What follows belongs to an exercise in optimizing a design on an open flow for small area; a production flow would make more cautious choices.
Only simulation tests tie the RTL to the original design; equivalence was not proved.
Power is estimated from default activity; no workload was simulated.

==> flow/design.v <==
`timescale 1ns / 1ps
module CurrentSensor(input clk1,
input rst,
input KS_Circuit_out,
input KS_Circuit_outer,
	input btn,
	input indusensor,
	input indie,
	input turner,
	input superturner,
	input indusoff,
   output IN_1,
	output IN_2,
	output IN_3,
	output IN_4,
	output reg rotation,
	output reg tune
	);
	reg  temp_IN1;
	reg  temp_IN2;
	reg  temp_IN3;
	reg  temp_IN4;
	reg  [15:0] x;        
	reg  flag;
	reg  jaja;
	reg  [17:0] jeje;     
	reg  flaga;
	reg  figi;
	reg  [9:0] counter;   
	reg  [15:0] conte;    
  assign IN_2=temp_IN2;
  assign IN_1=temp_IN1;
  assign IN_3=temp_IN3;
  assign IN_4=temp_IN4;
always @ (posedge clk1)
if (rst) begin
	x<=0;
	flag<=0;
	flaga<=0;
	jaja<=0;
	jeje<=0;
	figi<=0;
	temp_IN1<=0;
	temp_IN2<=0;
	temp_IN3<=0;
	temp_IN4<=1;
	conte <=0;
	rotation<=0;
	tune<=0;
	counter<=0;
end else begin
	if (!KS_Circuit_out && !KS_Circuit_outer)
		flag<=0;
	else if (conte==16'd45000) begin
		flag<=1;
		conte<=0;
	end else begin
		flag<=0;
		conte<=conte+1'b1;
	end
	if (!indusensor && !indie)
		figi<=0;
	else if (counter==10'd1000) begin
		counter<=0;
		figi<=!indusoff;
	end else begin
		figi<=0;
		counter<=counter+1'b1;
	end
	if (figi) begin
		jaja<=1;
		jeje<=18'd1;
	end else if (!jaja)
		jeje<=0;
	if (!jaja) begin
		if (flag) begin
			if (x<=16'd49999) begin
				temp_IN1<=1;
				temp_IN2<=1;
				temp_IN4<=1;
				temp_IN3<=1;
				x<=x+1'b1;
				flag<=1;
			end
		end else begin
			x<=0;
			if (!turner) begin
				temp_IN1<=1;
				temp_IN2<=0;
				temp_IN4<=1;
				temp_IN3<=0;
				tune<=0;
			end else if (!superturner) begin
				temp_IN1<=0;
				temp_IN2<=1;
				temp_IN4<=1;
				temp_IN3<=0;
			end else begin
				temp_IN1<=1;
				temp_IN2<=0;
				temp_IN4<=0;
				temp_IN3<=1;
			end
		end
	end else begin
		if (jeje==18'd1)
			flaga<=1;
		else if (jeje==18'd250000)
			flaga<=0;
		if (flaga) begin
			temp_IN1<=1;
			temp_IN2<=1;
			temp_IN4<=1;
			temp_IN3<=1;
			jeje<=jeje+1'b1;
		end else begin
			flaga<=1;
			jeje<=18'd1;
		end
	end
	if (btn) begin
		jaja<=0;
		jeje<=0;
		tune<=1;
		rotation<=1;
	end else
		rotation<=0;
end
endmodule
`timescale 1ns / 1ps
module Frequency_Counter(
	input clk4,
	input rst,
	input freq,
	input freq1,
	input ang_a,
	input [4:0] ang_j,
	input rotation,
	output LED1,
	output LED2,
	output LED3,
	output LED4,
	output LED5,
	output LED6,
	output LED7,
	output LED8,
	output RED,
	output BLUE,
	output GREEN,
	output PWMout_L,
	output PWMout_R,
	output reg holder,
	output reg lock_a,
	output reg [4:0] lock_j,
	output reg turner,
	output reg superturner,
	output reg indusoff
	);
	reg tempLED1, tempLED2, tempLED3, tempLED4;
	reg tempLED5, tempLED6, tempLED7, tempLED8;
	reg currentvalue;
	reg prevalue;
	reg [15:0] count;
	reg flag;
	reg [3:0] count9, count10, count11, count12;
	reg [2:0] count99, count100, count110, count120;
	reg currentvalue1;
	reg prevalue1;
	reg [15:0] count1;
	reg flag1;
	reg [3:0] count9k, count10k, count11k, count12k;
	reg [2:0] count99k, count100k, count110k, count120k;
	reg [3:0] ref_cnt;
	reg [16:0] refer;       
	reg [1:0] wsel;
	reg tempPWM_L;
	reg tempPWM_R;
	reg [15:0] counter;
	reg flaga;
	reg [17:0] delay;       
	reg stopfreq;
	reg stopfreq1;
	reg [4:0] timer;
	reg speedo;
	reg [2:0] countRED;
	reg [2:0] countBLUE;
	reg [2:0] countGREEN;
	reg tempRED;
	reg tempBLUE;
	reg tempGREEN;
	reg [17:0] countLED;    
	reg [8:0] spot;
	assign LED1=tempLED1;
	assign LED2=tempLED2;
	assign LED3=tempLED3;
	assign LED4=tempLED4;
	assign LED5=tempLED5;
	assign LED6=tempLED6;
	assign LED7=tempLED7;
	assign LED8=tempLED8;
	assign PWMout_L=tempPWM_L;
	assign PWMout_R=tempPWM_R;
	assign RED=tempRED;
	assign GREEN=tempGREEN;
	assign BLUE=tempBLUE;
	localparam [4:0] T_0=0, T_11111=1, T_22222=2, T_33333=3, T_44444=4,
		T_55556=5, T_66667=6, T_77778=7, T_88889=8, T_90000=9, T_95000=10,
		T_100000=11, T_110000=12, T_120000=13, T_130000=14, T_140000=15,
		T_150000=16, T_160000=17, T_180000=18;
	reg [17:0] tval;
	always @* begin
		case (timer)
			T_11111:  tval = 18'd11111;
			T_22222:  tval = 18'd22222;
			T_33333:  tval = 18'd33333;
			T_44444:  tval = 18'd44444;
			T_55556:  tval = 18'd55556;
			T_66667:  tval = 18'd66667;
			T_77778:  tval = 18'd77778;
			T_88889:  tval = 18'd88889;
			T_90000:  tval = 18'd90000;
			T_95000:  tval = 18'd95000;
			T_100000: tval = 18'd100000;
			T_110000: tval = 18'd110000;
			T_120000: tval = 18'd120000;
			T_130000: tval = 18'd130000;
			T_140000: tval = 18'd140000;
			T_150000: tval = 18'd150000;
			T_160000: tval = 18'd160000;
			T_180000: tval = 18'd180000;
			default:  tval = 18'd0;
		endcase
	end
	wire run = delay < tval;
	reg [4:0] cls;
	always @* begin
		if (ang_a) begin
			if (ang_j>=5'd3 && ang_j<=5'd21) cls = ang_j - 5'd3;
			else cls = 5'd31;
		end else begin
			if (ang_j<=5'd3) cls = 5'd0;
			else if (ang_j==5'd13) cls = 5'd9;
			else if (ang_j==5'd22) cls = 5'd18;
			else cls = 5'd31;
		end
	end
	reg [4:0] t1, t0;
	always @* begin
		case (cls)
			5'd0:  begin t1=T_90000;  t0=T_100000; end
			5'd1:  begin t1=T_90000;  t0=T_88889;  end
			5'd2:  begin t1=T_90000;  t0=T_77778;  end
			5'd3:  begin t1=T_120000; t0=T_66667;  end
			5'd4:  begin t1=T_130000; t0=T_55556;  end
			5'd5:  begin t1=T_140000; t0=T_44444;  end
			5'd6:  begin t1=T_150000; t0=T_33333;  end
			5'd7:  begin t1=T_160000; t0=T_22222;  end
			5'd8:  begin t1=T_180000; t0=T_11111;  end
			5'd9:  begin t1=T_180000; t0=T_90000;  end
			5'd10: begin t1=T_140000; t0=T_11111;  end
			5'd11: begin t1=T_130000; t0=T_22222;  end
			5'd12: begin t1=T_120000; t0=T_33333;  end
			5'd13: begin t1=T_110000; t0=T_44444;  end
			5'd14: begin t1=T_100000; t0=T_55556;  end
			5'd15: begin t1=T_95000;  t0=T_66667;  end
			5'd16: begin t1=T_90000;  t0=T_77778;  end
			5'd17: begin t1=T_90000;  t0=T_88889;  end
			default: begin t1=T_90000; t0=T_100000; end
		endcase
	end
	wire twoway = (cls<=5'd2) || (cls>=5'd16 && cls<=5'd18);
	wire hit1 = run && (timer==t1);
	wire hit0 = run && (timer==t0);
	wire act = tempLED5 | tempLED6 | tempLED7 | tempLED8 | flaga;
	always @ (posedge clk4)
	if (rst) begin
		wsel<=0;
		tempPWM_L<=0;
		tempPWM_R<=0;
		tempLED1<=0;
		tempLED2<=0;
		tempLED3<=0;
		tempLED4<=0;
		tempLED5<=0;
		tempLED6<=0;
		tempLED7<=0;
		tempLED8<=0;
		currentvalue<=0;
		prevalue<=0;
		count<=0;
		flag<=1;
		flaga<=0;
		ref_cnt<=0;
		refer<=0;
		count9<=0;
		count10<=0;
		count11<=0;
		count12<=0;
		count99<=0;
		count100<=0;
		count110<=0;
		count120<=0;
		currentvalue1<=0;
		prevalue1<=0;
		count1<=0;
		flag1<=1;
		count9k<=0;
		count10k<=0;
		count11k<=0;
		count12k<=0;
		count99k<=0;
		count100k<=0;
		count110k<=0;
		count120k<=0;
		delay<=0;
		counter<=0;
		stopfreq<=0;
		stopfreq1<=0;
		lock_a<=0;
		lock_j<=0;
		speedo<=0;
		timer<=T_0;
		countRED<=0;
		countBLUE<=0;
		countGREEN<=0;
		countLED<=0;
		tempRED<=0;
		tempGREEN<=0;
		tempBLUE<=0;
		spot<=0;
		holder<=0;
		turner<=0;
		superturner<=0;
		indusoff<=0;
	end else begin
		currentvalue <= freq & ~stopfreq;
		if (freq1)
			currentvalue1 <= ~stopfreq1;
		else if (!freq)
			currentvalue1 <= 0;
		prevalue <= currentvalue;
		flag <= ~(prevalue & ~currentvalue);
		if (!flag) begin
			count <= 0;
			if (count>16'd5559) begin
				{tempLED1,tempLED2,tempLED3,tempLED4} <= 4'b0000;
			end else if (count>16'd5552) begin
				{tempLED1,tempLED2,tempLED3,tempLED4} <= 4'b1000;
				count9<=count9+1'b1;
			end else if (count>16'd5003) begin
				{tempLED1,tempLED2,tempLED3,tempLED4} <= 4'b0000;
			end else if (count>16'd4998) begin
				{tempLED1,tempLED2,tempLED3,tempLED4} <= 4'b1100;
				count10<=count10+1'b1;
			end else if (count>16'd4548) begin
				{tempLED1,tempLED2,tempLED3,tempLED4} <= 4'b0000;
			end else if (count>16'd4543) begin
				{tempLED1,tempLED2,tempLED3,tempLED4} <= 4'b1110;
				count11<=count11+1'b1;
			end else if (count>16'd4168) begin
				{tempLED1,tempLED2,tempLED3,tempLED4} <= 4'b0000;
			end else if (count>16'd3845) begin
				{tempLED1,tempLED2,tempLED3,tempLED4} <= 4'b1111;
				count12<=count12+1'b1;
			end else begin
				{tempLED1,tempLED2,tempLED3,tempLED4} <= 4'b0000;
			end
		end else
			count <= count+1'b1;
		if (count9==4'd4) begin
			count99<=count99+1'b1;
			count9<=0;
			ref_cnt<=ref_cnt+1'b1;
		end else if (count10==4'd4) begin
			count100<=count100+1'b1;
			count10<=0;
			ref_cnt<=ref_cnt+1'b1;
		end else if (count11==4'd4) begin
			count110<=count110+1'b1;
			count11<=0;
			ref_cnt<=ref_cnt+1'b1;
		end else if (count12==4'd4) begin
			count120<=count120+1'b1;
			count12<=0;
			ref_cnt<=ref_cnt+1'b1;
		end
		if (ref_cnt==4'd5) begin
			refer<=17'd100000;
			ref_cnt<=0;
		end
		if (refer!=0) begin
			refer<=refer-1'b1;
			if ((count99>count100)&&(count99>count110)&&(count99>count120)) begin
				tempLED5<=1;
				speedo<=0;
				countBLUE<=countBLUE+1'b1;
				spot<=spot+1'b1;
			end else if ((count100>count99)&&(count100>count110)&&(count100>count120)) begin
				tempLED6<=1;
				speedo<=0;
				countRED<=countRED+1'b1;
				spot<=spot+1'b1;
			end else if ((count110>count99)&&(count110>count100)&&(count110>count120)) begin
				tempLED7<=1;
				speedo<=0;
				countGREEN<=countGREEN+1'b1;
				spot<=spot+1'b1;
			end else if ((count120>count99)&&(count120>count110)&&(count120>count100)) begin
				tempLED8<=1;
				speedo<=0;
			end else if ((count99k>count100k)&&(count99k>count110k)&&(count99k>count120k)) begin
				speedo<=1;
				tempLED5<=1;
			end else if ((count100k>count99k)&&(count100k>count110k)&&(count100k>count120k)) begin
				tempLED6<=1;
				speedo<=1;
			end else if ((count110k>count99k)&&(count110k>count100k)&&(count110k>count120k)) begin
				tempLED7<=1;
				speedo<=1;
			end else if ((count120k>count99k)&&(count120k>count110k)&&(count120k>count100k)) begin
				tempLED8<=1;
				speedo<=1;
			end
		end else begin
			count99<=0;
			count100<=0;
			count110<=0;
			count120<=0;
			count99k<=0;
			count100k<=0;
			count110k<=0;
			count120k<=0;
			tempLED5<=0;
			tempLED6<=0;
			tempLED7<=0;
			tempLED8<=0;
		end
		prevalue1 <= currentvalue1;
		flag1 <= ~(prevalue1 & ~currentvalue1);
		if (!currentvalue1 && !prevalue1)
			count1 <= 0;
		if (!flag1) begin
			if (count1>16'd5559) begin
				{tempLED1,tempLED2,tempLED3,tempLED4} <= 4'b0000;
				count <= 0;
			end else if (count1>16'd5552) begin
				{tempLED1,tempLED2,tempLED3,tempLED4} <= 4'b1000;
				count1<=0;
				count9k<=count9k+1'b1;
			end else if (count1>16'd5003) begin
				{tempLED1,tempLED2,tempLED3,tempLED4} <= 4'b0000;
				count1<=0;
			end else if (count1>16'd4998) begin
				{tempLED1,tempLED2,tempLED3,tempLED4} <= 4'b1100;
				count1<=0;
				count10k<=count10k+1'b1;
			end else if (count1>16'd4548) begin
				{tempLED1,tempLED2,tempLED3,tempLED4} <= 4'b0000;
				count1<=0;
			end else if (count1>16'd4543) begin
				{tempLED1,tempLED2,tempLED3,tempLED4} <= 4'b1110;
				count1<=0;
				count11k<=count11k+1'b1;
			end else if (count1>16'd4168) begin
				{tempLED1,tempLED2,tempLED3,tempLED4} <= 4'b0000;
				count1<=0;
			end else if (count1>16'd3845) begin
				{tempLED1,tempLED2,tempLED3,tempLED4} <= 4'b1111;
				count1<=0;
				count12k<=count12k+1'b1;
			end else begin
				{tempLED1,tempLED2,tempLED3,tempLED4} <= 4'b0000;
				count1<=0;
			end
		end else
			count1 <= count1+1'b1;
		if (count9k==4'd10) begin
			count99k<=count99k+1'b1;
			count9k<=0;
			ref_cnt<=ref_cnt+1'b1;
		end else if (count10k==4'd10) begin
			count100k<=count100k+1'b1;
			count10k<=0;
			ref_cnt<=ref_cnt+1'b1;
		end else if (count11k==4'd10) begin
			count110k<=count110k+1'b1;
			count11k<=0;
			ref_cnt<=ref_cnt+1'b1;
		end else if (count12k==4'd10) begin
			count120k<=count120k+1'b1;
			count12k<=0;
			ref_cnt<=ref_cnt+1'b1;
		end
		if (rotation) begin
			tempLED5<=1;
			speedo<=1;
			delay<=0;
		end
		flaga<=act;
		holder<=act;
		stopfreq<=act;
		stopfreq1<=act;
		counter<=counter+1'b1;
		case (wsel)
			2'd1: begin tempPWM_L <= counter<16'd50000; tempPWM_R <= counter<16'd63000; end
			2'd2: begin tempPWM_L <= counter<16'd63000; tempPWM_R <= counter<16'd50000; end
			2'd3: begin tempPWM_L <= counter<16'd36000; tempPWM_R <= counter<16'd36000; end
			default: begin tempPWM_L <= 0; tempPWM_R <= 0; end
		endcase
		if (flaga) begin
			if (cls!=5'd31) begin
				timer <= speedo ? t1 : t0;
				if (!run) begin
					delay<=0;
					flaga<=0;
					stopfreq<=0;
					stopfreq1<=0;
					turner<=0;
					superturner<=0;
					if (cls==5'd9) begin
						holder<=0;
						indusoff<=0;
					end else begin
						holder<=1;
						lock_a<=1;
						lock_j<=5'd12;
					end
				end else if (!twoway && cls!=5'd9) begin
					delay<=delay+1'b1;
					flaga<=1;
					holder<=1;
					stopfreq<=1;
					stopfreq1<=1;
					lock_a<=ang_a;
					lock_j<=ang_j;
					turner<=1;
					if (cls<=5'd8) begin
						wsel<=2'd2;
						superturner<=1;
					end else begin
						wsel<=2'd1;
						superturner<=0;
					end
				end else if (hit1 || hit0) begin
					delay<=delay+1'b1;
					flaga<=1;
					holder<=1;
					stopfreq1<=1;
					lock_a<=ang_a;
					lock_j<=ang_j;
					stopfreq<=1;
					case (cls)
						5'd9: if (hit1) begin
							wsel<=2'd1; turner<=1; superturner<=1; indusoff<=1;
						end else begin
							wsel<=2'd3; turner<=0; superturner<=0; stopfreq<=0;
						end
						5'd16: if (hit1) begin
							wsel<=2'd2; turner<=1; superturner<=1;
						end else begin
							wsel<=2'd1; turner<=1; superturner<=0;
						end
						5'd17: if (hit1) begin
							wsel<=2'd2; turner<=1; superturner<=0;
						end else begin
							wsel<=2'd1; turner<=1; superturner<=1;
						end
						5'd18: if (hit1) begin
							wsel<=2'd2;
						end else begin
							wsel<=2'd1; turner<=1; superturner<=0;
						end
						default: if (hit1) begin    
							wsel<=2'd1; turner<=1; superturner<=0;
						end else begin
							wsel<=2'd2; turner<=1; superturner<=1;
						end
					endcase
				end
			end
		end else begin
			holder<=0;
			wsel<=0;
			turner<=0;
			superturner<=0;
		end
		if (spot==9'd100)
			countLED<=18'd250000;
		if (countLED!=0) begin
			countLED<=countLED-1'b1;
			if ((countRED>countGREEN)&&(countRED>countBLUE)) begin
				tempRED<=1;
				tempGREEN<=0;
				tempBLUE<=0;
			end else if ((countBLUE>countRED)&&(countBLUE>countGREEN)) begin
				tempRED<=0;
				tempGREEN<=0;
				tempBLUE<=1;
			end else if ((countGREEN>countRED)&&(countGREEN>countBLUE)) begin
				tempRED<=0;
				tempGREEN<=1;
				tempBLUE<=0;
			end
		end else if (count==0) begin
			tempRED<=0;
			tempGREEN<=0;
			tempBLUE<=0;
			countRED<=0;
			countGREEN<=0;
			countBLUE<=0;
			spot<=0;
		end
	end
endmodule
`timescale 1ns / 1ps
module Servo_Motor_PWM(
input clk3,
input rst,
input holder,
input tune,
input lock_a,
input [4:0] lock_j,
output PWM_servo,
output reg ang_a,
output reg [4:0] ang_j
	 );
	reg [7:0] cnt_m;    
	reg [12:0] cnt_r;   
	reg PWM;
	reg [14:0] val;     
	reg flag;
	assign PWM_servo = PWM;
	always @ (posedge clk3)
	if (rst) begin
		ang_a<=1;
		ang_j<=5'd3;
		val<=0;
		flag<=1;
		cnt_m<=0;
		cnt_r<=0;
		PWM<=0;
	end else begin
		if (cnt_m==8'd173 && cnt_r==13'd406) begin
			cnt_m<=0;
			cnt_r<=0;
		end else if (cnt_r==13'd5777) begin
			cnt_m<=cnt_m+1'b1;
			cnt_r<=0;
		end else
			cnt_r<=cnt_r+1'b1;
		if (ang_a ? (ang_j==5'd21) : (ang_j==5'd22))
			flag<=0;
		else if (ang_a ? (ang_j==5'd3) : (ang_j<=5'd3))
			flag<=1;
		if (holder || tune)
			val<=0;
		else if (val==15'd30000)
			val<=0;
		else
			val<=val+1'b1;
		if (tune) begin
			ang_a<=1;
			ang_j<=5'd12;
		end else if (holder) begin
			ang_a<=lock_a;
			ang_j<=lock_j;
		end else if (val==15'd30000) begin
			if (flag)
				ang_j<=ang_j+1'b1;
			else begin
				ang_a<=1;
				ang_j<=5'd3;
			end
		end
		PWM <= (cnt_m < {3'b000, ang_j}) ||
		       (ang_a && cnt_m == {3'b000, ang_j} && cnt_r < 13'd5666);
	end
endmodule
`timescale 1ns / 1ps
module Motor(
	input clk,
	input rst,
	input KS_Circuit_out1,
	input KS_Circuit_out2,
	input btn3,
	input freq1,
	input freq,
	input indus,
	input indie,
	output PWM_out_L,
	output PWM_out_R,
	output GREEN,
	output RED,
	output BLUE,
	output IN1,
	output IN2,
	output IN3,
	output IN4,
	output servo,
	output LD1,
	output LD2,
	output LD3,
	output LD4,
	output LD5,
	output LD6,
	output LD7,
	output LD8
	);
wire ang_a;
wire [4:0] ang_j;
wire hold;
wire lock_a;
wire [4:0] lock_j;
wire turner;
wire superturner;
wire rotation;
wire indusoff;
wire tune;
CurrentSensor inst(.clk1(clk), .rst(rst), .KS_Circuit_out(KS_Circuit_out1), .KS_Circuit_outer(KS_Circuit_out2), .btn(btn3), .indusensor(indus), .indie(indie), .turner(turner), .superturner(superturner), .indusoff(indusoff), .IN_1(IN1), .IN_2(IN2), .IN_3(IN3), .IN_4(IN4), .rotation(rotation), .tune(tune));
Servo_Motor_PWM inst2(.clk3(clk), .rst(rst), .holder(hold), .tune(tune), .lock_a(lock_a), .lock_j(lock_j), .PWM_servo(servo), .ang_a(ang_a), .ang_j(ang_j));
Frequency_Counter inst3(.clk4(clk), .rst(rst), .freq(freq), .freq1(freq1), .ang_a(ang_a), .ang_j(ang_j), .rotation(rotation), .LED1(LD1), .LED2(LD2), .LED3(LD3), .LED4(LD4), .LED5(LD5), .LED6(LD6), .LED7(LD7), .LED8(LD8), .RED(RED), .BLUE(BLUE), .GREEN(GREEN), .PWMout_L(PWM_out_L), .PWMout_R(PWM_out_R), .holder(hold), .lock_a(lock_a), .lock_j(lock_j), .turner(turner), .superturner(superturner), .indusoff(indusoff));
endmodule
==> flow/run.sh <==
#!/bin/bash
# synth_recipe.tcl (not shown) runs the flow's synth.tcl, then flattens the netlist and writes it again
# the make line also repeats each setting of config.mk as NAME=value (left out here)
make -C /OpenROAD-flow-scripts/flow DESIGN_CONFIG=/design/flow/config.mk WORK_HOME=/design/flow/orfs CLKGATE_MAP_FILE= SYNTH_SCRIPT=/design/flow/synth_recipe.tcl finish
==> flow/config.mk <==
export PLATFORM = sky130hd
export DESIGN_NAME = Motor
export DESIGN_NICKNAME = Motor
export VERILOG_FILES = /design/flow/design.v
export SDC_FILE = /design/flow/constraint.sdc
export NUM_CORES = 4
export LEC_CHECK = 0
export CAP_MARGIN = 20
export CORE_MARGIN = 2
export CORE_UTILIZATION = 40
export CTS_BUF_LIST = sky130_fd_sc_hd__clkbuf_4
export SLEW_MARGIN = 20
==> flow/constraint.sdc <==
create_clock -name core_clock -period 10.0 [get_ports {clk}]
set_input_delay 2.0000 -clock core_clock [delete_from_list [all_inputs] [get_ports {clk}]]
set_output_delay 2.0000 -clock core_clock [all_outputs]
set_load 0.01 [all_outputs]
==> out/qor.csv, run 1 <==
stage;metric;value;unit
hold_path;worstHoldPathCells;1;
drt;detail-route-antenna-nets;0;
timing;whs;0.3649;ns
logic_synthesis;yosys.area.top_type;dfxtp_1;
critical_path;cp_data_required_time;10.70;ns
logic_synthesis;synth_async_sr_flop_share;0;%
drt;drc;0;
pwr;p_leak;0.008098;uW
hold_path;hp-start;inst3.prevalue;
timing;finalHoldViolations;0;
grt;antenna_found_initial;2;
logic_synthesis;ys_types;88;
clock_network;post-cts-setup-buffers;0;
place;dpl.hpwl;30100;um
floorplanning;rows;79;
clock_network;cts.sinks;350;
grt;grt_overflow_total;0;
final_layout;drive_gt1_share;8.807;%
clock_network;clk_path_buf_depth;3;
logic_synthesis;synth_top_area_share;36.77;%
timing;slew_violations;0;
floorplanning;die_h;222.3;um
timing;fin_skew;0.04603;ns
floorplanning;fp.dieW;222.3;um
timing;rsz0062_at_grt;false;
critical_path;reg2reg_slack;5.09;ns
drt;num_vias;16350;
clock_network;cts_made_buffers;97;
logic_synthesis;ys_top_cells_by_count;nor2_1 (360), dfxtp_1 (350), nand2_1 (181), ha_1 (139), a21oi_1 (127);
drt;viasPerCell;5.315;
floorplanning;core_region_area;46750;um^2
critical_path;critPathLaunchType;register;
logic_synthesis;syn_inst;2343;
logic_synthesis;synth_nets;2491;
critical_path;critical_path_class;register to register;
timing;tns;0;ns
timing;clock.fmax;203.8;MHz
clock_network;clock_latency;0.83;ns
final_layout;fin_nets;2539;
logic_synthesis;synth.avg_cell_area;8.133;um^2
grt;track_usage;17.43;%
critical_path;path_max_fanout;12;
drt;dr.pass1.iters;5;
drt;drtIter0Drc;897;
critical_path;arrival;5.60;ns
critical_path;cp-end-kind;register;
logic_synthesis;seq_area_frac_synth;36.77;%
critical_path;r2r-end;inst3.tval[12];
floorplanning;start_util;40.76;%
floorplanning;die_area;49400;um^2
floorplanning;io_pins;27;
logic_synthesis;synth_edf_count;0;
grt;grt_pass1_wl;73490;um
hold_path;min_to;inst3.flag;
clock_network;cts.clk_slew.worst_paths;0.07;ns
timing;period_share;49.06;%
grt;grt_pass1_vias;15730;
logic_synthesis;synth_most_common_cell;nor2_1;
clock_network;cts_tree;built;
logic_synthesis;ys_warn_count;3;
timing;slew_headroom;33.40;%
timing;fin_crit;4.906;ns
logic_synthesis;netlist_top_cells_area;dfxtp_1 (37%), ha_1 (9.1%), nor2_1 (7.1%);
critical_path;rr_startpoint;inst2.ang_j[0];
timing;setup_viol;0;
pwr;power.density;169.6;nW/um^2
drt;routed_wl;42980;um
outcome;run_status;no timing/DRC/antenna violations;
pwr;ir_drop;0.07195;mV
place;port_buffers;26;
logic_synthesis;synth_seq_cells;350;
final_layout;syn_to_final_growth;10.45;%
clock_network;cts_root_buffer;clkbuf_4;
drt;wire_per_inst;13.98;um
logic_synthesis;yosys_most_used_dff;dfxtp_1;
grt;grt_max_degree;79;
clock_network;cts_resized;0;
clock_network;ctsHoldBuffers;0;
run;maxCapViolCount;0;
place;gp_congestion;0.8649;
timing;tightestPinTransition;0.9923;ns
logic_synthesis;syn_area;19050;um^2
clock_network;htreeDepth;3;
hold_path;min_path_type;register to register;
critical_path;ff2ff_path_depth;14;
## sequential cells by signal (all words and copies together), names as in the netlist, 5 cells and up
name,count
inst.jeje,18
inst3.count,16
inst3.countLED,18
inst3.delay,18
inst3.lock_j,5
inst.counter,10
inst2.ang_j,5
inst3.spot,9
inst3.timer,5
inst3.tval,18
inst2.cnt_r,13
inst3.refer,17
inst.conte,16
inst3.count1,16
inst2.val,15
inst2.cnt_m,8
inst.x,16
inst3.counter,16
## metal layers
metal  vias to the layer above  GRT usage (%)  wire length, um
li1                       8336              -                -
met1                      7610          22.03            20340
met2                       309          28.70            19580
met3                        90          3.994             1986
met4                         0          6.997             1069
met5                         -              0                0
## power breakdown
part	total [uW]	leakage, uW	internal, uW	switching, uW
clock network	1290	0.000727	669	616
logic	721	0.00453	281	440
registers	1560	0.00284	1480	79.7
## cells in the final DEF (no fill, tap or decap), drive strengths merged, types with 22 or more instances in the layout
master and count:
nand2 182, xor2 99, xnor2 79, or3 41, nor3 79, clkinv 26, clkdlybuf4s50 25, and3 30
clkbuf 140, nor4 29, nand4 53, inv 130, nor2b 23, a21oi 127, a211oi 22, o21ai 98
ha 139, dfxtp 350, nor2 361, nand3 116, mux2i 24
## cell type report
cell class	instances	area (um^2)
diodes	4	10.01
clock buffers	140	1051
clock inverters	32	171.4
fillers	4682	25710
inverters	128	480.5
multi-input cells	1775	11210
flip-flops and latches	350	7007
well taps	607	759.5
repair buffers	39	355.3
## kinds of logic (layout without fill, tap and decap cells)
group | after synthesis | count (layout) | share of synthesized area (%)
flops | 350 | 350 | 36.77
other cells | 0 | 4 | 0
mux | 27 | 27 | 1.523
fa+ha+maj | 139 | 139 | 9.127
buf+inv | 218 | 339 | 4.452
compound gates | 395 | 395 | 13.40
simple gates | 1036 | 1036 | 26.54
xor+xnor | 178 | 178 | 8.182
## worst max path at each step
stage	from	to	slack, ns	cells after the start
3_3_place_gp	inst2.ang_j[0]	inst3.tval[12]	5.23	14
6_report	inst2.ang_j[0]	inst3.tval[12]	5.09	14
5_1_grt	inst2.ang_j[1]	inst3.tval[12]	4.68	15
4_1_cts	inst2.ang_j[0]	inst3.tval[12]	5.18	14
3_5_place_dp	inst2.ang_j[0]	inst3.tval[12]	5.20	14
2_1_floorplan	rst	inst3.tval[12]	5.97	9
## critical path, stage by stage (launching register included)
cell	delay [ns]
dfxtp_1	0.43
ha_1	0.41
nand3b_1	0.28
a21bo_1	0.27
a32oi_1	0.75
o21ai_1	0.14
a32o_1	0.34
nor3_1	0.22
o22ai_1	0.25
nor2_1	0.42
inv_1	0.18
ha_1	0.45
nand2_1	0.08
a31o_1	0.23
or3_1	0.34
## metrics by stage
step / instance area, um^2 / cells / util, % / setup slack, ns / power (uW)
after global placement: 19800 / 2899 / 42.35 / 5.226 / 2296
after CTS: 21020 / 3071 / 44.97 / 5.177 / 3632
after floorplan: 19050 / 2343 / - / 5.970 / 2135
final: 21050 / 3075 / 45.02 / 5.094 / 3570
after global routing: 21050 / 3075 / 45.02 / 4.676 / 3812
after detailed placement: 19800 / 2899 / 42.35 / 5.200 / 2310
==> run 2: changes to the inputs <==
--- a/flow/config.mk
+++ b/flow/config.mk
@@ -8,5 +8,4 @@
 export CAP_MARGIN = 20
 export CORE_MARGIN = 2
 export CORE_UTILIZATION = 40
-export CTS_BUF_LIST = sky130_fd_sc_hd__clkbuf_4
 export SLEW_MARGIN = 20
==> out/qor.csv, run 2 <==
stage;metric;value;unit
timing;slew_violations;0;
critical_path;critPathLaunchType;register;
floorplanning;core_region_area;46750;um^2
pwr;power.internal;2679;uW
outcome;run_status;no timing/DRC/antenna violations;
final_layout;drive_gt1_share;5.455;%
pwr;combPwrFrac;18.9;%
floorplanning;fp.dieW;222.3;um
clock_network;cts_resized;0;
logic_synthesis;synth_top_area_share;36.77;%
clock_network;ctsHoldBuffers;0;
logic_synthesis;yosys.area.top_type;dfxtp_1;
logic_synthesis;synth.avg_cell_area;8.133;um^2
clock_network;clock_latency;0.57;ns
timing;fin_ws;5.099;ns
critical_path;cp-end-kind;register;
logic_synthesis;synth_nets;2491;
timing;tightestPinTransition;0.9944;ns
pwr;clock_power_share;39.9;%
clock_network;cts.sinks;350;
final_layout;fin_nets;2484;
hold_path;min_path_type;register to register;
clock_network;clk_path_buf_depth;3;
final_layout;fillers;4575;
final_layout;final_area;21190;um^2
place;port_buffers;26;
timing;tns;0;ns
pwr;power.density;179.5;nW/um^2
clock_network;cts_made_buffers;42;
critical_path;critical_path_class;register to register;
critical_path;path_max_fanout;12;
pwr;p_leak;0.008055;uW
drt;detail-route-antenna-nets;0;
logic_synthesis;seq_area_frac_synth;36.77;%
grt;track_usage;17.10;%
timing;rsz0062_at_grt;false;
pwr;p_sw;1125;uW
hold_path;hp-start;inst3.prevalue;
final_layout;seq_area;7007;um^2
grt;grt_overflow_total;0;
clock_network;cts.clk_slew.worst_paths;0.06;ns
place;dpl.hpwl;30100;um
timing;fin_crit;4.901;ns
logic_synthesis;synth_edf_count;0;
run;maxCapViolCount;0;
final_layout;most-common-layout-cells;nor2_1 (360), dfxtp_1 (350), nand2_1 (181), ha_1 (139), a21oi_1 (127);
drt;drtIter0Drc;984;
final_layout;num_antenna_cells;0;
pwr;swShare;29.56;%
grt;antenna_found_initial;0;
final_layout;syn_to_final_growth;11.21;%
logic_synthesis;ys_types;88;
logic_synthesis;syn_area;19050;um^2
final_layout;final_common_cell;nor2_1;
logic_synthesis;synth_async_sr_flop_share;0;%
grt;grt_pass1_wl;72370;um
logic_synthesis;synth_most_common_cell;nor2_1;
place;pre_cts_ws;5.200;ns
clock_network;cts_root_buffer;clkbuf_16;
floorplanning;die_area;49400;um^2
timing;finalHoldViolations;0;
clock_network;cts_tree;built;
floorplanning;start_util;40.76;%
critical_path;arrival;5.34;ns
timing;whs;0.3639;ns
critical_path;rr_startpoint;inst2.ang_j[0];
logic_synthesis;ys_top_cells_by_count;nor2_1 (360), dfxtp_1 (350), nand2_1 (181), ha_1 (139), a21oi_1 (127);
logic_synthesis;syn_inst;2343;
clock_network;htreeDepth;2;
place;gp_congestion;0.8649;
logic_synthesis;synth_seq_cells;350;
drt;routed_wl;42560;um
clock_network;post-cts-setup-buffers;0;
timing;clock.fmax;204.0;MHz
grt;grt_pass1_vias;15200;
pwr;pwr-share-seq;41.1;%
final_layout;multiInputGateArea;11210;um^2
drt;num_vias;15960;
drt;drc;0;
critical_path;critical_path.startpoint;inst2.ang_j[0];
drt;dr.pass1.iters;5;
logic_synthesis;ys_warn_count;3;
timing;setup_viol;0;
drt;viasPerCell;5.371;
critical_path;reg2reg_slack;5.10;ns
drt;wire_per_inst;14.32;um
floorplanning;rows;79;
place;dpl_cell_area;19800;um^2
timing;period_share;49.01;%
grt;grt_max_degree;79;
floorplanning;die_h;222.3;um
logic_synthesis;yosys_most_used_dff;dfxtp_1;
logic_synthesis;netlist_top_cells_area;dfxtp_1 (37%), ha_1 (9.1%), nor2_1 (7.1%);
pwr;ir_drop;0.1123;mV
critical_path;cp_data_required_time;10.44;ns
timing;fin_skew;0.01749;ns
timing;slew_headroom;33.25;%
floorplanning;io_pins;27;
## run 2: final timing paths
path | to | depth (start not counted)
min | inst3.flag | 1
min reg2reg | inst3.flag | 1
max reg2reg | inst3.tval[12] | 14
max | inst3.tval[12] | 14
## run 2: area by class of cell
| class | instances | area share, % |
|---|---|---|
| inverter | 128 | 2.267 |
| multi-input combinational | 1775 | 52.91 |
| sequential | 350 | 33.07 |
| tap | 607 | 3.584 |
| clock inverter | 13 | 0.6436 |
| clock buffer | 60 | 5.851 |
| timing repair buffer | 39 | 1.677 |
## run 2: per-layer routing
metal  vias to the layer above  GRT usage, %  wire, um  share of wire (%)
met3                        89         3.187      1869                4.4
met2                       275         28.64     19360                 45
met4                         0         5.405      1018                2.4
met5                         -             0         0                  0
li1                       8154             -         -                  -
met1                      7444         22.22     20310                 48
## run 2: worst max-delay path, cell delays in order (launching register included)
cell	delay (ns)
dfxtp_1	0.43
ha_1	0.41
nand3b_1	0.28
a21bo_1	0.27
a32oi_1	0.74
o21ai_1	0.14
a32o_1	0.34
nor3_1	0.21
o22ai_1	0.24
nor2_1	0.41
inv_1	0.18
ha_1	0.46
nand2_1	0.08
a31o_1	0.23
or3_1	0.35
## run 2: cell families (layout without fill, tap and decap cells)
logic type	count (synthesis)	in the layout	share of synthesized area (%)
adders and majority gates	139	139	9.127
AOI/OAI and AO/OA	395	395	13.40
buffers and inverters	218	240	4.452
xor gates and xnor gates	178	178	8.182
DFF	350	350	36.77
muxes	27	27	1.523
and+or+nand+nor	1036	1036	26.54
## run 2: power groups by stage
| stage | Combinational, uW | Clock (uW) | Sequential, uW |
|---|---|---|---|
| after detailed placement | 717 | 0 | 1590 |
| after global routing | 810 | 1620 | 1580 |
| after floorplan | 568 | 0 | 1570 |
| after CTS | 722 | 1560 | 1560 |
| final | 721 | 1520 | 1560 |
| after global placement | 706 | 0 | 1590 |
## run 2: through the flow
stage	power (uW)	utilization (%)	std cells
finish	3804	45.32	2972
global route	4009	45.32	2972
CTS	3848	45.30	2972
detailed placement	2310	42.35	2899
global placement	2296	42.35	2899
floorplan	2135	-	2343
==> run 3: changes to the inputs <==
--- a/flow/config.mk
+++ b/flow/config.mk
@@ -8,4 +8,6 @@
 export CAP_MARGIN = 20
 export CORE_MARGIN = 2
 export CORE_UTILIZATION = 40
+export CTS_BUF_LIST = sky130_fd_sc_hd__clkbuf_8
+export CTS_CLUSTER_SIZE = 30
 export SLEW_MARGIN = 20
==> out/qor.csv, run 3 <==
stage;metric;value;unit
outcome;run_status;no timing/DRC/antenna violations;
critical_path;critical_path_class;register to register;
floorplanning;rows;79;
critical_path;reg2reg_slack;5.07;ns
timing;period_share;49.28;%
clock_network;htreeDepth;3;
logic_synthesis;syn_inst;2343;
drt;drtIter0Drc;893;
logic_synthesis;synth_seq_cells;350;
logic_synthesis;ys_warn_count;3;
timing;fin_skew;0.04001;ns
critical_path;r2r-end;inst3.tval[12];
place;dpl.hpwl;30100;um
timing;fin_crit;4.928;ns
logic_synthesis;synth_edf_count;0;
grt;grt_util_met2;28.41;%
floorplanning;die_h;222.3;um
critical_path;max_stage_delay;0.75;ns
logic_synthesis;ys_top_cells_by_count;nor2_1 (360), dfxtp_1 (350), nand2_1 (181), ha_1 (139), a21oi_1 (127);
timing;slew_headroom;34.64;%
logic_synthesis;synth_async_sr_flop_share;0;%
critical_path;crit_chain;ha_1 -> nand3b_1 -> a21bo_1 -> a32oi_1 -> o21ai_1 -> a32o_1 -> nor3_1 -> o22ai_1 -> nor2_1 -> inv_1 -> ha_1 -> nand2_1 -> a31o_1 -> or3_1;
final_layout;final_cells;3009;
floorplanning;die_area;49400;um^2
grt;grt.busiest_layer;met2;
floorplanning;start_util;40.76;%
critical_path;rr_startpoint;inst2.ang_j[0];
timing;tns;0;ns
logic_synthesis;ys_types;88;
clock_network;post-cts-setup-buffers;0;
logic_synthesis;yosys_most_used_dff;dfxtp_1;
timing;tightestPinTransition;0.9804;ns
drt;viasPerCell;5.346;
critical_path;cp_data_required_time;10.50;ns
grt;use_met3;3.756;%
final_layout;most-common-layout-cells;nor2_1 (360), dfxtp_1 (350), nand2_1 (181), inv_1 (147), ha_1 (139);
place;place_inst;2899;
clock_network;clk_path_buf_depth;3;
drt;num_vias;16090;
grt;antenna_found_initial;0;
logic_synthesis;synth_nets;2491;
hold_path;worstHoldPathCells;1;
grt;track_usage;17.38;%
drt;drc;0;
drt;wire_per_inst;14.22;um
floorplanning;fp.dieW;222.3;um
clock_network;ctsHoldBuffers;0;
logic_synthesis;netlist_top_cells_area;dfxtp_1 (37%), ha_1 (9.1%), nor2_1 (7.1%);
final_layout;final_common_cell;nor2_1;
drt;dr.pass1.iters;5;
logic_synthesis;syn_area;19050;um^2
logic_synthesis;synth_most_common_cell;nor2_1;
grt;grt_max_degree;79;
hold_path;min_path_type;register to register;
final_layout;finalCoreUtilization;45.04;%
timing;slew_violations;0;
final_layout;num_antenna_cells;0;
clock_network;cts.sinks;350;
logic_synthesis;yosys.area.top_type;dfxtp_1;
clock_network;cts_made_buffers;66;
critical_path;cp-end-kind;register;
critical_path;path_common_cell;ha_1;
hold_path;hp-start;inst3.prevalue;
timing;finalHoldViolations;0;
final_layout;fin_nets;2508;
drt;routed_wl;42790;um
final_layout;drive_gt1_share;6.328;%
clock_network;cts.clk_slew.worst_paths;0.06;ns
drt;detail-route-antenna-nets;0;
logic_synthesis;synth_top_area_share;36.77;%
hold_path;min_to;inst3.flag;
clock_network;cts_resized;0;
grt;grt_overflow_total;0;
logic_synthesis;seq_area_frac_synth;36.77;%
logic_synthesis;synth.avg_cell_area;8.133;um^2
critical_path;critPathLaunchType;register;
timing;rsz0062_at_grt;false;
critical_path;path_max_fanout;12;
clock_network;clock_latency;0.64;ns
floorplanning;core_region_area;46750;um^2
grt;grt_pass1_wl;73170;um
run;maxCapViolCount;0;
pwr;ir_drop;0.08921;mV
grt;gr-usage-met1;22.29;%
floorplanning;io_pins;27;
critical_path;cpMaxStageDelayCell;a32oi_1;
critical_path;arrival;5.43;ns
critical_path;ff2ff_path_depth;14;
clock_network;cts_root_buffer;clkbuf_8;
timing;setup_viol;0;
clock_network;cts_tree;built;
pwr;p_leak;0.008090;uW
grt;grt_pass1_vias;15450;
timing;clock.fmax;202.9;MHz
final_layout;syn_to_final_growth;10.51;%
place;gp_congestion;0.8649;
place;port_buffers;26;
pwr;power.density;171.7;nW/um^2
==> run 3: cell counts after synthesis <==
Identical to the previous run, type by type.
==> run 3: logic make-up after synthesis <==
group,count (synthesis),synth area share [%]
buf+inv,218,4.452
compound gates,395,13.40
xor+xnor,178,8.182
fa+ha+maj,139,9.127
flops,350,36.77
simple gates,1036,26.54
mux,27,1.523
==> run 3: power by group <==
part / leakage, uW / internal [uW] / switching (uW)
sequential: 0.00284 / 1490 / 80.4
combinational: 0.00453 / 281 / 441
clock: 0.000719 / 720 / 607
==> run 3: worst max path at each step <==
stage | slack [ns] | endpoint | cells after the start | from
after CTS | 5.17 | inst3.tval[12] | 14 | inst2.ang_j[0]
after global routing | 4.65 | inst3.tval[12] | 15 | inst2.ang_j[1]
after floorplan | 5.97 | inst3.tval[12] | 9 | rst
after detailed placement | 5.20 | inst3.tval[12] | 14 | inst2.ang_j[0]
after global placement | 5.23 | inst3.tval[12] | 14 | inst2.ang_j[0]
final | 5.07 | inst3.tval[12] | 14 | inst2.ang_j[0]
==> run 3: layer usage <==
layer / routed length (um) / vias to the layer above
li1: - / 8204
met3: 1862 / 100
met2: 19240 / 284
met4: 1260 / 0
met1: 20430 / 7498
met5: 0 / -
==> run 3: per-stage QoR <==
step                      hold slack, ns  instance area (um^2)  total power, uW  setup WS (ns)
final                             0.3635                 21060             3615          5.072
after global placement            0.3534                 19800             2296          5.226
after CTS                         0.3684                 21040             3666          5.166
after detailed placement          0.3565                 19800             2310          5.200
after global routing              0.3918                 21060             3834          4.646
after floorplan                   0.3434                 19050             2135          5.970
==> run 3: layout make-up <==
type | instances | area (um^2)
Clock buffer | 80 | 1101
Sequential cell | 350 | 7007
Clock inverter | 30 | 141.4
Inverter | 128 | 480.5
Fill cell | 4613 | 25700
Multi-Input combinational cell | 1775 | 11210
Timing Repair Buffer | 39 | 355.3
Tap cell | 607 | 759.5
==> run 3: critical path: cells and delay by family (launching register included) <==
kind / cells / cell delay, ns
buffers and inverters: 1 / 0.18
AOI/OAI and AO/OA: 6 / 1.97
DFF: 1 / 0.43
adders and majority gates: 2 / 0.87
and+or+nand+nor: 5 / 1.33
==> run 4: changes to the inputs <==
--- a/flow/design.v
+++ b/flow/design.v
@@ -20,70 +20,78 @@
 	reg  temp_IN2;
 	reg  temp_IN3;
 	reg  temp_IN4;
-	reg  [15:0] x;        
+	reg  [15:0] x;
 	reg  flag;
 	reg  jaja;
-	reg  [17:0] jeje;     
+	reg  [17:0] jeje;
 	reg  flaga;
 	reg  figi;
-	reg  [9:0] counter;   
-	reg  [15:0] conte;    
+	reg  [9:0] counter;
+	reg  [15:0] conte;
+	localparam [15:0] X_0 = 16'h0001, X_50000 = 16'h7b11;
+	localparam [17:0] J_0 = 18'h00001, J_1 = 18'h00002, J_250000 = 18'h16385;
+	localparam [9:0]  C_0 = 10'h001, C_1000 = 10'h3ac;
+	localparam [15:0] K_0 = 16'h0001, K_45000 = 16'h38c2;
+	wire [15:0] x_inc     = {x[14:0], x[15]^x[14]^x[12]^x[3]};
+	wire [17:0] jeje_inc  = {jeje[16:0], jeje[17]^jeje[10]};
+	wire [9:0]  cnt_inc   = {counter[8:0], counter[9]^counter[6]};
+	wire [15:0] conte_inc = {conte[14:0], conte[15]^conte[14]^conte[12]^conte[3]};
   assign IN_2=temp_IN2;
   assign IN_1=temp_IN1;
   assign IN_3=temp_IN3;
   assign IN_4=temp_IN4;
 always @ (posedge clk1)
 if (rst) begin
-	x<=0;
+	x<=X_0;
 	flag<=0;
 	flaga<=0;
 	jaja<=0;
-	jeje<=0;
+	jeje<=J_0;
 	figi<=0;
 	temp_IN1<=0;
 	temp_IN2<=0;
 	temp_IN3<=0;
 	temp_IN4<=1;
-	conte <=0;
+	conte<=K_0;
 	rotation<=0;
 	tune<=0;
-	counter<=0;
+	counter<=C_0;
 end else begin
 	if (!KS_Circuit_out && !KS_Circuit_outer)
 		flag<=0;
-	else if (conte==16'd45000) begin
+	else if (conte==K_45000) begin
 		flag<=1;
-		conte<=0;
+		conte<=K_0;
 	end else begin
 		flag<=0;
-		conte<=conte+1'b1;
+		conte<=conte_inc;
 	end
 	if (!indusensor && !indie)
 		figi<=0;
-	else if (counter==10'd1000) begin
-		counter<=0;
+	else if (counter==C_1000) begin
+		counter<=C_0;
 		figi<=!indusoff;
 	end else begin
 		figi<=0;
-		counter<=counter+1'b1;
+		counter<=cnt_inc;
 	end
 	if (figi) begin
 		jaja<=1;
-		jeje<=18'd1;
+		jeje<=J_1;
 	end else if (!jaja)
-		jeje<=0;
+		jeje<=J_0;
 	if (!jaja) begin
 		if (flag) begin
-			if (x<=16'd49999) begin
+			if (x!=X_50000) begin
 				temp_IN1<=1;
 				temp_IN2<=1;
 				temp_IN4<=1;
 				temp_IN3<=1;
-				x<=x+1'b1;
+				x<=x_inc;
 				flag<=1;
 			end
 		end else begin
-			x<=0;
+			x<=X_0;
 			if (!turner) begin
 				temp_IN1<=1;
 				temp_IN2<=0;
@@ -103,24 +111,24 @@
 			end
 		end
 	end else begin
-		if (jeje==18'd1)
+		if (jeje==J_1)
 			flaga<=1;
-		else if (jeje==18'd250000)
+		else if (jeje==J_250000)
 			flaga<=0;
 		if (flaga) begin
 			temp_IN1<=1;
 			temp_IN2<=1;
 			temp_IN4<=1;
 			temp_IN3<=1;
-			jeje<=jeje+1'b1;
+			jeje<=jeje_inc;
 		end else begin
 			flaga<=1;
-			jeje<=18'd1;
+			jeje<=J_1;
 		end
 	end
 	if (btn) begin
 		jaja<=0;
-		jeje<=0;
+		jeje<=J_0;
 		tune<=1;
 		rotation<=1;
 	end else
@@ -162,7 +170,7 @@
 	reg prevalue;
 	reg [15:0] count;
 	reg flag;
-	reg [3:0] count9, count10, count11, count12;
+	reg [2:0] count9, count10, count11, count12;
 	reg [2:0] count99, count100, count110, count120;
 	reg currentvalue1;
 	reg prevalue1;
@@ -172,6 +180,8 @@
 	reg [2:0] count99k, count100k, count110k, count120k;
 	reg [3:0] ref_cnt;
 	reg [16:0] refer;       
+	localparam [16:0] RF_TOP = 17'h00001, RF_0 = 17'h1f979;
+	wire [16:0] refer_dec = {refer[15:0], refer[16]^refer[13]};
 	reg [1:0] wsel;
 	reg tempPWM_L;
 	reg tempPWM_R;
@@ -189,6 +199,8 @@
 	reg tempBLUE;
 	reg tempGREEN;
 	reg [17:0] countLED;    
+	localparam [17:0] CL_TOP = 18'h00001, CL_0 = 18'h16385;
+	wire [17:0] countLED_dec = {countLED[16:0], countLED[17]^countLED[10]};
 	reg [8:0] spot;
 	assign LED1=tempLED1;
 	assign LED2=tempLED2;
@@ -291,7 +303,7 @@
 		flag<=1;
 		flaga<=0;
 		ref_cnt<=0;
-		refer<=0;
+		refer<=RF_0;
 		count9<=0;
 		count10<=0;
 		count11<=0;
@@ -323,7 +335,7 @@
 		countRED<=0;
 		countBLUE<=0;
 		countGREEN<=0;
-		countLED<=0;
+		countLED<=CL_0;
 		tempRED<=0;
 		tempGREEN<=0;
 		tempBLUE<=0;
@@ -367,29 +379,29 @@
 			end
 		end else
 			count <= count+1'b1;
-		if (count9==4'd4) begin
+		if (count9==3'd4) begin
 			count99<=count99+1'b1;
 			count9<=0;
 			ref_cnt<=ref_cnt+1'b1;
-		end else if (count10==4'd4) begin
+		end else if (count10==3'd4) begin
 			count100<=count100+1'b1;
 			count10<=0;
 			ref_cnt<=ref_cnt+1'b1;
-		end else if (count11==4'd4) begin
+		end else if (count11==3'd4) begin
 			count110<=count110+1'b1;
 			count11<=0;
 			ref_cnt<=ref_cnt+1'b1;
-		end else if (count12==4'd4) begin
+		end else if (count12==3'd4) begin
 			count120<=count120+1'b1;
 			count12<=0;
 			ref_cnt<=ref_cnt+1'b1;
 		end
 		if (ref_cnt==4'd5) begin
-			refer<=17'd100000;
+			refer<=RF_TOP;
 			ref_cnt<=0;
 		end
-		if (refer!=0) begin
-			refer<=refer-1'b1;
+		if (refer!=RF_0) begin
+			refer<=refer_dec;
 			if ((count99>count100)&&(count99>count110)&&(count99>count120)) begin
 				tempLED5<=1;
 				speedo<=0;
@@ -585,9 +597,9 @@
 			superturner<=0;
 		end
 		if (spot==9'd100)
-			countLED<=18'd250000;
-		if (countLED!=0) begin
-			countLED<=countLED-1'b1;
+			countLED<=CL_TOP;
+		if (countLED!=CL_0) begin
+			countLED<=countLED_dec;
 			if ((countRED>countGREEN)&&(countRED>countBLUE)) begin
 				tempRED<=1;
 				tempGREEN<=0;
@@ -626,45 +638,54 @@
 	 );
 	reg [7:0] cnt_m;    
 	reg [12:0] cnt_r;   
+	reg r_lo;
 	reg PWM;
 	reg [14:0] val;     
+	localparam [12:0] R_0 = 13'h0001, R_406 = 13'h0bb3, R_5665 = 13'h0eec, R_5777 = 13'h128d;
+	localparam [14:0] V_0 = 15'h0001, V_30000 = 15'h2fd5;
+	wire [12:0] r_inc = {cnt_r[11:0], cnt_r[12]^cnt_r[3]^cnt_r[2]^cnt_r[0]};
+	wire [14:0] v_inc = {val[13:0], val[14]^val[13]};
 	reg flag;
 	assign PWM_servo = PWM;
 	always @ (posedge clk3)
 	if (rst) begin
 		ang_a<=1;
 		ang_j<=5'd3;
-		val<=0;
+		val<=V_0;
 		flag<=1;
 		cnt_m<=0;
-		cnt_r<=0;
+		cnt_r<=R_0;
+		r_lo<=1;
 		PWM<=0;
 	end else begin
-		if (cnt_m==8'd173 && cnt_r==13'd406) begin
+		if (cnt_m==8'd173 && cnt_r==R_406) begin
 			cnt_m<=0;
-			cnt_r<=0;
-		end else if (cnt_r==13'd5777) begin
+			cnt_r<=R_0;
+			r_lo<=1;
+		end else if (cnt_r==R_5777) begin
 			cnt_m<=cnt_m+1'b1;
-			cnt_r<=0;
-		end else
-			cnt_r<=cnt_r+1'b1;
+			cnt_r<=R_0;
+			r_lo<=1;
+		end else begin
+			cnt_r<=r_inc;
+			if (cnt_r==R_5665)
+				r_lo<=0;
+		end
 		if (ang_a ? (ang_j==5'd21) : (ang_j==5'd22))
 			flag<=0;
 		else if (ang_a ? (ang_j==5'd3) : (ang_j<=5'd3))
 			flag<=1;
-		if (holder || tune)
-			val<=0;
-		else if (val==15'd30000)
-			val<=0;
+		if (holder || tune || val==V_30000)
+			val<=V_0;
 		else
-			val<=val+1'b1;
+			val<=v_inc;
 		if (tune) begin
 			ang_a<=1;
 			ang_j<=5'd12;
 		end else if (holder) begin
 			ang_a<=lock_a;
 			ang_j<=lock_j;
-		end else if (val==15'd30000) begin
+		end else if (val==V_30000) begin
 			if (flag)
 				ang_j<=ang_j+1'b1;
 			else begin
@@ -673,7 +694,7 @@
 			end
 		end
 		PWM <= (cnt_m < {3'b000, ang_j}) ||
-		       (ang_a && cnt_m == {3'b000, ang_j} && cnt_r < 13'd5666);
+		       (ang_a && cnt_m == {3'b000, ang_j} && r_lo);
 	end
 endmodule
 `timescale 1ns / 1ps
==> flow/flow/run.sh (new file) <==
#!/bin/bash
set -euo pipefail
bash standard.sh "CTS_ARGS=-sink_clustering_enable -repair_clock_nets -dont_use_dummy_load -buf_list sky130_fd_sc_hd__clkbuf_4" finish > make_finish.log 2>&1
==> flow/standard.sh (new file) <==
#!/bin/bash
# synth_recipe.tcl (not shown) runs the flow's synth.tcl, then flattens the netlist and writes it again
# the make line also repeats each setting of config.mk as NAME=value (left out here)
make -C /OpenROAD-flow-scripts/flow DESIGN_CONFIG=/design/flow/config.mk WORK_HOME=/design/flow/orfs CLKGATE_MAP_FILE= SYNTH_SCRIPT=/design/flow/synth_recipe.tcl "${@:-finish}"
--- a/flow/config.mk
+++ b/flow/config.mk
@@ -8,6 +8,4 @@
 export CAP_MARGIN = 20
 export CORE_MARGIN = 2
 export CORE_UTILIZATION = 40
-export CTS_BUF_LIST = sky130_fd_sc_hd__clkbuf_8
-export CTS_CLUSTER_SIZE = 30
 export SLEW_MARGIN = 20
removed: flow/run.sh
==> out/qor.csv, run 4 <==
stage;metric;value;unit
critical_path;cpMaxStageDelayCell;dfxtp_1;
clock_network;ctsHoldBuffers;0;
drt;routed_wl;42720;um
timing;period_share;52.98;%
logic_synthesis;seq_area_frac_synth;38.60;%
floorplanning;io_pins;27;
floorplanning;fp.dieW;216.1;um
logic_synthesis;netlist_top_cells_area;dfxtp_1 (39%), ha_1 (8.9%), nor2_1 (4.8%);
drt;viasPerCell;5.516;
pwr;p_leak;0.007315;uW
timing;fin_crit;5.298;ns
logic_synthesis;ys_top_cells_by_count;dfxtp_1 (347), nor2_1 (228), nand2_1 (219), ha_1 (128), a21oi_1 (120);
drt;dr.pass1.iters;6;
timing;tightestPinTransition;1.078;ns
critical_path;cp-end-kind;register;
floorplanning;rows;77;
final_layout;most-common-layout-cells;dfxtp_1 (346), nor2_1 (227), nand2_1 (219), ha_1 (128), a21oi_1 (120);
run;maxCapViolCount;0;
clock_network;clk_path_buf_depth;3;
final_layout;final_common_cell;dfxtp_1;
critical_path;path_max_fanout;18;
place;dpl.hpwl;29790;um
final_layout;finalCoreUtilization;43.68;%
logic_synthesis;synth_most_common_cell;dfxtp_1;
critical_path;critPathLaunchType;register;
logic_synthesis;syn_area;18000;um^2
final_layout;drive_gt1_share;7.260;%
place;port_buffers;26;
logic_synthesis;synth.avg_cell_area;8.305;um^2
clock_network;cts.clk_slew.worst_paths;0.06;ns
logic_synthesis;syn_inst;2167;
logic_synthesis;ys_warn_count;3;
timing;fin_skew;0.09112;ns
grt;track_usage;18.43;%
timing;rsz0062_at_grt;false;
clock_network;cts.sinks;347;
logic_synthesis;synth_async_sr_flop_share;0;%
clock_network;cts_resized;0;
clock_network;htreeDepth;3;
hold_path;min_path_type;register to register;
grt;grt_pass1_wl;72440;um
place;gp_congestion;0.8817;
critical_path;critical_path.startpoint;inst2.ang_j[1];
floorplanning;die_area;46700;um^2
logic_synthesis;synth_top_area_share;38.60;%
critical_path;arrival;5.98;ns
logic_synthesis;ys_types;94;
pwr;total_power;2904;uW
drt;num_vias;15350;
timing;slew_headroom;27.90;%
clock_network;cts_root_buffer;clkbuf_4;
hold_path;hp-start;inst3.prevalue;
floorplanning;core_region_area;44320;um^2
drt;drtIter0Drc;1173;
clock_network;cts_made_buffers;94;
timing;slew_violations;0;
final_layout;fin_nets;2329;
critical_path;cp_data_required_time;10.68;ns
critical_path;rr_startpoint;inst2.ang_j[1];
pwr;power.density;150.0;nW/um^2
critical_path;reg2reg_slack;4.70;ns
clock_network;post-cts-setup-buffers;0;
logic_synthesis;synth_edf_count;0;
grt;antenna_found_initial;1;
final_layout;syn_to_final_growth;7.558;%
clock_network;clock_latency;0.80;ns
clock_network;cts_tree;built;
grt;grt_overflow_total;0;
logic_synthesis;yosys.area.top_type;dfxtp_1;
timing;setup_viol;0;
timing;finalHoldViolations;0;
critical_path;critical_path_class;register to register;
place;dpl_cell_area;18640;um^2
outcome;run_status;no timing/DRC/antenna violations;
logic_synthesis;synth_seq_cells;347;
timing;tns;0;ns
drt;drc;0;
critical_path;critPathTopFamily;simple AND/OR/NAND/NOR gates;
timing;clock.fmax;188.8;MHz
logic_synthesis;yosys_most_used_dff;dfxtp_1;
critical_path;crit_chain;inv_1 -> ha_1 -> nor2b_1 -> a21oi_1 -> o2111a_1 -> nor2_1 -> inv_1 -> ha_1 -> and4_4 -> or4_1 -> a222oi_1 -> nand3_1 -> o211ai_2 -> nand2_1 -> o221a_2;
pwr;ir_drop;0.05661;mV
grt;grt_pass1_vias;14910;
drt;detail-route-antenna-nets;0;
grt;grt_max_degree;84;
critical_path;worst-path-buf-inv;2;
floorplanning;start_util;40.61;%
drt;wire_per_inst;15.35;um
floorplanning;die_h;216.1;um
final_layout;final_area;19360;um^2
logic_synthesis;synth_nets;2304;
critical_path;max_stage_delay;0.56;ns
## run 4: cell types whose count changed after synthesis, sizes merged, moves of 20 or more
| cell | delta |
|---|---|
| nor2 | -133 |
| xor2 | -53 |
| nand3 | -39 |
| nand2 | +37 |
| xnor2 | -33 |
| nand4 | -21 |
| o211ai | +21 |
| or3 | -20 |
## run 4: per-layer routing
metal | routed length [um] | share of wire, % | global-route usage, % | up-vias
li1 | - | - | - | 7716
met2 | 19030 | 45 | 29.33 | 359
met1 | 20580 | 48 | 24.57 | 7198
met4 | 1013 | 2.4 | 7.443 | 0
met3 | 2101 | 4.9 | 3.537 | 77
met5 | 0 | 0 | 0 | -
## run 4: path summary, 6_finish.rpt
path / to / cells past startpoint
worst min-delay path: inst3.flag / 1
worst min register to register: inst3.flag / 1
worst max-delay path: inst3.lock_j[3] / 15
worst max register to register: inst3.lock_j[3] / 15
## run 4: cell type report
class	count	area [um^2]
tap	592	740.7
fill	4467	24960
inverter	110	412.9
timing repair buffer	35	329.1
clock buffer	94	705.7
antenna	1	2.502
sequential	347	6948
multi-input combinational	1604	10220
## run 4: cell families after synthesis
kind of cell,share of synthesized area [%]
AO/OA/AOI/OAI,16.90
XOR/XNOR,4.478
adder cells (fa/ha/maj),8.899
buffers and inverters,4.665
flip-flops,38.60
multiplexers,1.550
AND/OR/NAND/NOR,24.90
## run 4: through the flow
step                setup WS, ns  hold slack, ns  cells
detailed placement         4.797          0.3574   2688
global route               4.251          0.3746   2783
floorplan                  5.913          0.3434   2167
finish                     4.702          0.3614   2783
global placement           4.929          0.3535   2688
CTS                        4.731          0.3661   2782
## run 4: report_power, final
part	total, uW	switching, uW	internal [uW]
logic	482	311	171
registers	1490	45.6	1440
clock network	937	514	423
==> run 5: changes to the inputs <==
==> flow/flow/run.sh (replaced) <==
#!/bin/bash
set -euo pipefail
bash standard.sh "CTS_ARGS=-sink_clustering_enable -repair_clock_nets -dont_use_dummy_load -buf_list sky130_fd_sc_hd__clkbuf_8 -sink_clustering_size 20 -sink_clustering_max_diameter 60" finish > make_finish.log 2>&1
==> out/qor.csv, run 5 <==
stage;metric;value;unit
outcome;run_status;no timing/DRC/antenna violations;
timing;slew_headroom;27.55;%
timing;rsz0062_at_grt;false;
logic_synthesis;synth_nets;2304;
pwr;power.density;140.4;nW/um^2
logic_synthesis;synth_most_common_cell;dfxtp_1;
logic_synthesis;ys_types;94;
place;port_buffers;26;
run;maxCapViolCount;0;
final_layout;drive_gt1_share;4.468;%
clock_network;cts.sinks;347;
logic_synthesis;ys_warn_count;3;
critical_path;cp_data_required_time;10.55;ns
critical_path;cp-end-kind;register;
logic_synthesis;yosys_most_used_dff;dfxtp_1;
logic_synthesis;synth_seq_cells;347;
critical_path;worst-path-buf-inv;2;
floorplanning;rows;77;
pwr;total_power;2677;uW
clock_network;cts_resized;0;
logic_synthesis;synth.avg_cell_area;8.305;um^2
floorplanning;io_pins;27;
logic_synthesis;synth_edf_count;0;
critical_path;arrival;5.87;ns
clock_network;cts_tree;built;
timing;tightestPinTransition;1.083;ns
grt;grt_overflow_total;0;
grt;grt_pass1_vias;14440;
clock_network;ctsHoldBuffers;0;
critical_path;path_max_fanout;18;
final_layout;most-common-layout-cells;dfxtp_1 (346), nor2_1 (227), nand2_1 (219), ha_1 (128), a21oi_1 (120);
timing;fin_crit;5.322;ns
final_layout;syn_to_final_growth;5.917;%
clock_network;cts_made_buffers;30;
critical_path;critPathLaunchType;register;
critical_path;crit_chain;inv_1 -> ha_1 -> nor2b_1 -> a21oi_1 -> o2111a_1 -> nor2_1 -> inv_1 -> ha_1 -> and4_4 -> or4_1 -> a222oi_1 -> nand3_1 -> o211ai_2 -> nand2_1 -> o221a_2;
clock_network;post-cts-setup-buffers;0;
logic_synthesis;syn_area;18000;um^2
critical_path;cpMaxStageDelayCell;dfxtp_1;
logic_synthesis;netlist_top_cells_area;dfxtp_1 (39%), ha_1 (8.9%), nor2_1 (4.8%);
hold_path;min_path_type;register to register;
logic_synthesis;syn_inst;2167;
clock_network;clk_path_buf_depth;3;
clock_network;cts_root_buffer;clkbuf_8;
logic_synthesis;seq_area_frac_synth;38.60;%
timing;slew_violations;0;
logic_synthesis;yosys.area.top_type;dfxtp_1;
floorplanning;start_util;40.61;%
place;gp_congestion;0.8817;
grt;track_usage;17.91;%
drt;wire_per_inst;15.49;um
clock_network;htreeDepth;1;
pwr;ir_drop;0.07944;mV
final_layout;fin_nets;2265;
final_layout;final_common_cell;dfxtp_1;
timing;whs;0.3914;ns
grt;antenna_found_initial;0;
timing;finalHoldViolations;0;
grt;grt_pass1_wl;71230;um
final_layout;num_antenna_cells;0;
drt;num_vias;15020;
pwr;p_leak;0.007098;uW
timing;fin_skew;0.07659;ns
logic_synthesis;synth_top_area_share;38.60;%
critical_path;critical_path_class;register to register;
clock_network;clock_latency;0.64;ns
floorplanning;core_region_area;44320;um^2
logic_synthesis;synth_async_sr_flop_share;0;%
drt;drtIter0Drc;1137;
floorplanning;die_area;46700;um^2
critical_path;critPathTopFamily;simple AND/OR/NAND/NOR gates;
grt;grt_max_degree;84;
drt;drc;0;
timing;tns;0;ns
drt;detail-route-antenna-nets;0;
place;dpl.hpwl;29790;um
drt;dr.pass1.iters;5;
critical_path;max_stage_delay;0.58;ns
clock_network;cts.clk_slew.worst_paths;0.12;ns
floorplanning;fp.dieW;216.1;um
drt;routed_wl;42100;um
timing;clock.fmax;187.9;MHz
drt;viasPerCell;5.528;
logic_synthesis;ys_top_cells_by_count;dfxtp_1 (347), nor2_1 (228), nand2_1 (219), ha_1 (128), a21oi_1 (120);
timing;period_share;53.22;%
floorplanning;die_h;216.1;um
timing;setup_viol;0;
-- run 5: cell counts after synthesis --
No cell type changed its count.
-- run 5: report_power, final --
group / internal (uW) / switching (uW) / total, uW
Sequential: 1440 / 45.7 / 1480
Clock: 266 / 446 / 712
Combinational: 171 / 311 / 482
-- run 5: path summary, 6_finish.rpt --
check / slack (ns) / cells past startpoint / to / from
worst max-delay path: 4.68 / 15 / inst3.lock_j[2] / inst2.ang_j[1]
worst min-delay path: 0.39 / 1 / inst3.currentvalue / inst3.stopfreq
worst max register to register: 4.68 / 15 / inst3.lock_j[2] / inst2.ang_j[1]
worst min register to register: 0.39 / 1 / inst3.currentvalue / inst3.stopfreq
-- run 5: layer usage --
metal  GRT usage (%)  vias to the layer above  wire length, um
met3           2.161                       55             1704
met2           29.33                      277            18950
met1           24.84                     7132            20560
li1                -                     7560                -
met4           5.023                        0              879
met5               0                        -                0
-- run 5: cell families (layout without fill, tap and decap cells) --
logic type,Yosys count,in the layout,share of synthesized area (%)
adders and majority gates,128,128,8.899
DFF,347,347,38.60
buffers and inverters,216,175,4.665
and+or+nand+nor,895,895,24.90
AOI/OAI and AO/OA,462,462,16.90
xor gates and xnor gates,92,92,4.478
muxes,27,27,1.550
-- run 5: area by class of cell --
cell class / count / area [um^2]
Timing Repair Buffer: 35 / 329.1
Clock buffer: 30 / 412.9
Tap cell: 592 / 740.7
Inverter: 110 / 412.9
Fill cell: 4451 / 25260
Sequential cell: 347 / 6948
Multi-Input combinational cell: 1604 / 10220
-- run 5: stage by stage --
stage	worst slack [ns]	cells	instance area, um^2	util, %
final	4.678	2718	19060	43.01
after global routing	4.235	2718	19060	43.01
after CTS	4.720	2718	19050	42.99
after detailed placement	4.797	2688	18640	42.06
after global placement	4.929	2688	18640	42.06
after floorplan	5.913	2167	18000	-

-- afterwards: timing with drivers on the ports --
How much do the figures lean on ideal ports? The routed layouts below were timed once more, with nothing changed but the port constraints. Step 1 sets driving cells, clkbuf_16 on the clock port and buf_2 on the other inputs (assumed; they add their load-dependent delay and slew). Step 2 adds t to the input delays and takes it off the output delays; t is the mean of the earliest and latest rising clock arrival at the registers after step 1. Input paths then give back, and output paths get back, about the clock's delay inside the block. Three values: no drivers, after step 1, after step 2; two values: the first two.
run | t (ns) | setup WS [ns] | worst setup path after step 2 | slew at the worst register clock pin (ns) | worst data-port slew with drivers (ns)
run 1 | 0.850 | 5.094 / 5.094 / 5.094 | register to register | 0.07 / 0.07 | 0.04
run 2 | 0.618 | 5.099 / 5.099 / 5.099 | register to register | 0.06 / 0.06 | 0.03
run 3 | 0.669 | 5.072 / 5.072 / 5.072 | register to register | 0.06 / 0.06 | 0.03
run 4 | 0.794 | 4.702 / 4.702 / 4.702 | register to register | 0.07 / 0.07 | 0.04
run 5 | 0.660 | 4.678 / 4.678 / 4.678 | register to register | 0.12 / 0.12 | 0.04
After both steps setup and hold are still met in every run listed.
